From an optimization exercise on the open Yosys and OpenROAD flow, aimed at small area; shortcuts taken in it are not production practice. RTL that was checked went through simulation tests only; none was proved equivalent to the original. No activity file was given, so power comes from the tool's default toggle rates.

== v29 ==
==> flow/design.v (excerpt) <==
module uart_axis_bridge(
	input clk,
	input rst_n,
	input uart_rx,
	input [12:0] x_axis,
	input [12:0] y_axis,
	input [12:0] z_axis,
	output uart_tx
    );
For scale: about 150 cells after synthesis, roughly 48 flip-flops, about 43 I/O pins, about 1800 um2 of cells after synthesis.
==> module speed_rx, before the edit <==
module speed_rx(
	input clk,
	input bps_start,
	output clk_bps,
	output at_436
    );
localparam [9:0] INV = 10'b1110100010;
localparam [9:0] LOAD = 10'b0001100011;	 
localparam [9:0] G = 10'b0011100110;	 
localparam [9:0] J = 10'b0000100000;	 
localparam [9:0] JUMP = 10'b0000101000;	 
reg [9:0] t;
wire [9:0] s = t ^ INV;
assign clk_bps = ~s[0] & ~s[1] & s[2] & ~s[4] & ~s[5] & ~s[6] & ~s[7] & ~s[8];
assign at_436 = ~s[0] & ~s[1] & ~s[2] & s[3] & ~s[4] & ~s[6] & ~s[8] & ~s[9];
wire [9:0] shifted = {s[8:0], s[6] ^ s[9]};
wire [9:0] counted = clk_bps ? (shifted & ~J) | (JUMP & J) : shifted;
wire [9:0] s_next = bps_start ? counted : (counted & ~G) | (LOAD & G);
always @(posedge clk)
	t <= s_next ^ INV;
endmodule
==> module speed_tx, before the edit <==
module speed_tx(
	input clk,
	input bps_start,
	output clk_bps
    );
localparam [9:0] INV = 10'b0011000100;
localparam [9:0] LOAD = 10'b0011000000;	 
localparam [9:0] G = 10'b0101000100;	 
localparam [9:0] J = 10'b0100001000;	 
localparam [9:0] JUMP = 10'b0000100001;	 
reg [9:0] t;
wire [9:0] s = t ^ INV;
assign clk_bps = ~s[0] & ~s[1] & s[2] & ~s[3] & s[4] & ~s[5] & ~s[6] & s[7] & ~s[8];
wire [9:0] shifted = {s[8:0], s[2] ^ s[9]};
wire [9:0] counted = clk_bps ? (shifted & ~J) | (JUMP & J) : shifted;
wire [9:0] s_next = bps_start ? counted : (counted & ~G) | (LOAD & G);
always @(posedge clk)
	t <= s_next ^ INV;
endmodule
==> module uart_tx, before the edit <==
module uart_tx(
	input clk,
	input rst_n,
	input clk_bps,
	input [7:0] rx_data,
	input [12:0] x_axis,
	input [12:0] y_axis,
	input [12:0] z_axis,
	input rx_done,
	output uart_tx,
	output bps_start
    );
reg [1:0] d;
wire go = d[1] & ~d[0];
always @(posedge clk or negedge rst_n) begin
	if (!rst_n)
		d <= 2'b00;
	else
		d <= {d[0], rx_done | (d[0] & ~d[1])};
end
wire cmd = ~rx_data[7] & rx_data[6] & rx_data[4] & rx_data[3] & ~rx_data[2];
wire sx = cmd & ~rx_data[1] & ~rx_data[0];
wire sy = cmd & ~rx_data[1] & rx_data[0];
wire sz = cmd & rx_data[1] & ~rx_data[0];
wire sxl = sx & rx_data[5], syl = sy & rx_data[5], szl = sz & rx_data[5];
wire sxh = sx & ~rx_data[5], syh = sy & ~rx_data[5], szh = sz & ~rx_data[5];
wire [7:0] lo = (x_axis[7:0] & {8{sxl}}) | (y_axis[7:0] & {8{syl}}) | (z_axis[7:0] & {8{szl}});
wire [4:0] hi = (x_axis[12:8] & {5{sxh}}) | (y_axis[12:8] & {5{syh}}) | (z_axis[12:8] & {5{szh}});
wire [7:0] reply = lo | {{3{hi[4]}}, hi};
reg [7:0] tx_data;
always @(posedge clk) begin
	if (go)
		tx_data <= reply;
end
reg [3:0] m;
reg uart_tx_r;
wire idle = m[3] & ~m[1] & m[0];	 
always @(posedge clk or negedge rst_n) begin
	if (!rst_n) begin
		m <= 4'd9;
		uart_tx_r <= 1'b1;
	end else begin
		if (go & idle)
			m <= 4'd15;
		else if (clk_bps)
			m <= m + 1'b1;
		if (clk_bps)
			uart_tx_r <= m[3] ? ~m[0] : tx_data[m[2:0]];
	end
end
assign uart_tx = uart_tx_r;
assign bps_start = ~idle;
endmodule
==> module uart_axis_bridge, before the edit <==
module uart_axis_bridge(
	input clk,
	input rst_n,
	input uart_rx,
	input [12:0] x_axis,
	input [12:0] y_axis,
	input [12:0] z_axis,
	output uart_tx
    );
wire bps_start1,bps_start2;
wire clk_bps1,clk_bps2;
wire at_436_1;
wire [7:0] rx_data;
wire rx_done;
speed_rx speed_rx(
	.clk(clk),
	.bps_start(bps_start1),
	.clk_bps(clk_bps1),
	.at_436(at_436_1)
);
uart_rx rx_i(
	.clk(clk),
	.rst_n(rst_n),
	.uart_rx(uart_rx),
	.clk_bps(clk_bps1),
	.at_436(at_436_1),
	.bps_start(bps_start1),
	.rx_data(rx_data),
	.rx_done(rx_done)
);
speed_tx speed_tx(
	.clk(clk),
	.bps_start(bps_start2),
	.clk_bps(clk_bps2)
);
uart_tx tx_i(
	.clk(clk),
	.rst_n(rst_n),
	.clk_bps(clk_bps2),
	.rx_data(rx_data),
	.x_axis(x_axis),
	.y_axis(y_axis),
	.z_axis(z_axis),
	.rx_done(rx_done),
	.uart_tx(uart_tx),
	.bps_start(bps_start2)
);
endmodule
Settings: LEC_CHECK=0, CAP_MARGIN=20, CORE_MARGIN=2, CORE_UTILIZATION=40, SLEW_MARGIN=20; clock period 10.0 ns.
standard.sh (not shown) runs the stock make flow with config.mk's settings and CLKGATE_MAP_FILE= SYNTH_SCRIPT=/design/flow/synth_recipe.tcl, a recipe that flattens the netlist after the stock synthesis.
==> flow/flow/run.sh <==
#!/bin/bash
# The standard layout, with three changes: ABC maps the logic for area, the
# port buffers are the smallest buffer cell, and CTS adds no dummy loads.
set -euo pipefail
here=$(pwd)
export AREA_ABC_SCRIPT=$here/flow/abc.script
export BUFFER_PORTS_ARGS="-buffer_cell sky130_fd_sc_hd__buf_1"
export CTS_ARGS="-sink_clustering_enable -repair_clock_nets -dont_use_dummy_load"
bash standard.sh SYNTH_SCRIPT=$here/flow/synth.tcl finish > make_finish.log 2>&1
==> flow/flow/abc.script <==
strash
dch -f
amap -F 20 -A 40
topo
==> flow/flow/synth.tcl <==
# The standard flow's synthesis script (synth_recipe.tcl), with ABC mapping the logic for
# area instead of speed. Everything but the ABC script is unchanged, so the
# registers are the standard synthesis's.
proc synth {args} { yosys synth -nofsm -noshare {*}$args }
proc abc {args} {
  set i [lsearch -exact $args -script]
  lset args [expr {$i + 1}] $::env(AREA_ABC_SCRIPT)
  yosys abc {*}$args
}
source $::env(SCRIPTS_DIR)/synth.tcl
# left out here: clear keep_hierarchy, flatten, clean up, hide names made inside functions, write 1_2_yosys.v
Input-level comparison between v5 and v29:
--- a/flow/design.v
+++ b/flow/design.v
@@ -1,43 +1,20 @@
-module speed_rx(
+module speed_config(
 	input clk,
 	input bps_start,
 	output clk_bps,
 	output at_436
     );
-localparam [9:0] INV = 10'b1110100010;
-localparam [9:0] LOAD = 10'b0001100011;	 
-localparam [9:0] G = 10'b0011100110;	 
-localparam [9:0] J = 10'b0000100000;	 
-localparam [9:0] JUMP = 10'b0000101000;	 
+localparam [9:0] INV = 10'b1010101010;
+localparam [9:0] LOAD = 10'b0100111001;	 
 reg [9:0] t;
 wire [9:0] s = t ^ INV;
-assign clk_bps = ~s[0] & ~s[1] & s[2] & ~s[4] & ~s[5] & ~s[6] & ~s[7] & ~s[8];
-assign at_436 = ~s[0] & ~s[1] & ~s[2] & s[3] & ~s[4] & ~s[6] & ~s[8] & ~s[9];
-wire [9:0] shifted = {s[8:0], s[6] ^ s[9]};
-wire [9:0] counted = clk_bps ? (shifted & ~J) | (JUMP & J) : shifted;
-wire [9:0] s_next = bps_start ? counted : (counted & ~G) | (LOAD & G);
-always @(posedge clk)
-	t <= s_next ^ INV;
-endmodule
-module speed_tx(
-	input clk,
-	input bps_start,
-	output clk_bps
-    );
-localparam [9:0] INV = 10'b0011000100;
-localparam [9:0] LOAD = 10'b0011000000;	 
-localparam [9:0] G = 10'b0101000100;	 
-localparam [9:0] J = 10'b0100001000;	 
-localparam [9:0] JUMP = 10'b0000100001;	 
-reg [9:0] t;
-wire [9:0] s = t ^ INV;
-assign clk_bps = ~s[0] & ~s[1] & s[2] & ~s[3] & s[4] & ~s[5] & ~s[6] & s[7] & ~s[8];
-wire [9:0] shifted = {s[8:0], s[2] ^ s[9]};
-wire [9:0] counted = clk_bps ? (shifted & ~J) | (JUMP & J) : shifted;
-wire [9:0] s_next = bps_start ? counted : (counted & ~G) | (LOAD & G);
+wire c = s[0] & s[2] & s[3] & s[5] & s[6] & s[7];
+assign clk_bps = c & s[1] & s[4];
+assign at_436 = c & ~s[1] & s[8];
+wire [9:0] s_next = bps_start ? {s[8:1], s[0] & ~clk_bps, ~(s[9] ^ s[6])} : LOAD;
 always @(posedge clk)
 	t <= s_next ^ INV;
 endmodule
 module uart_rx(
 	input clk,
 	input rst_n,
@@ -115,21 +92,22 @@
 always @(posedge clk) begin
 	if (go)
 		tx_data <= reply;
 end
 reg [3:0] m;
 reg uart_tx_r;
-wire idle = m[3] & ~m[1] & m[0];	 
+wire idle = m[3] & m[1] & ~m[0];	 
+wire done = m[3] & ~m[1] & m[0];	 
 always @(posedge clk or negedge rst_n) begin
 	if (!rst_n) begin
-		m <= 4'd9;
+		m <= 4'd10;
 		uart_tx_r <= 1'b1;
 	end else begin
-		if (go & idle)
+		if (go & (idle | done))
 			m <= 4'd15;
-		else if (clk_bps)
+		else if (clk_bps | done)
 			m <= m + 1'b1;
 		if (clk_bps)
 			uart_tx_r <= m[3] ? ~m[0] : tx_data[m[2:0]];
 	end
 end
 assign uart_tx = uart_tx_r;
@@ -143,16 +121,16 @@
 	input [12:0] y_axis,
 	input [12:0] z_axis,
 	output uart_tx
     );
 wire bps_start1,bps_start2;
 wire clk_bps1,clk_bps2;
-wire at_436_1;
+wire at_436_1,at_436_2;
 wire [7:0] rx_data;
 wire rx_done;
-speed_rx speed_rx(
+speed_config speed_rx(
 	.clk(clk),
 	.bps_start(bps_start1),
 	.clk_bps(clk_bps1),
 	.at_436(at_436_1)
 );
 uart_rx rx_i(
@@ -162,16 +140,17 @@
 	.clk_bps(clk_bps1),
 	.at_436(at_436_1),
 	.bps_start(bps_start1),
 	.rx_data(rx_data),
 	.rx_done(rx_done)
 );
-speed_tx speed_tx(
+speed_config speed_tx(
 	.clk(clk),
 	.bps_start(bps_start2),
-	.clk_bps(clk_bps2)
+	.clk_bps(clk_bps2),
+	.at_436(at_436_2)
 );
 uart_tx tx_i(
 	.clk(clk),
 	.rst_n(rst_n),
 	.clk_bps(clk_bps2),
 	.rx_data(rx_data),
[summary]
The run with more routed wire is v5, not v29. Re net load switching power: v5 is 3.6% up on v29. Shortest clock period the worst path allows after layout: v5 and v29 compared, lower one is v29. Per the comparison of v5 with v29, fraction of power consumed by combinational cells higher; non-clock buffer count higher.
Only the layout flow was run in v29; the RTL was not checked for function there.

==> separate check: timing with driven ports <==
How much do the figures lean on ideal ports? The routed layouts below were timed once more, with nothing changed but the port constraints.
Step 1 sets driving cells, clkbuf_16 on the clock port and buf_2 on the other inputs (assumed; they add their load-dependent delay and slew).
Step 2, shift: input delay + t, output delay - t, t = (earliest + latest rising clock arrival at the registers) / 2. This alone moves slack from input paths to output paths.
Slacks: ideal ports / drivers / drivers and shift; pairs: ideal ports / drivers.
| run | shift t [ns] | setup slack, ns | cell pins on the clock port's net |
|---|---|---|---|
| v29 | 0.311 | 7.049 / 7.024 / 6.882 | 1 |
| v5 | 0.305 | 7.042 / 7.017 / 6.984 | 1 |
After both steps every run listed still meets setup and hold. The setup slack of v29, which loses most, moves by -0.025 ns with the drivers and by -0.167 ns with both steps.
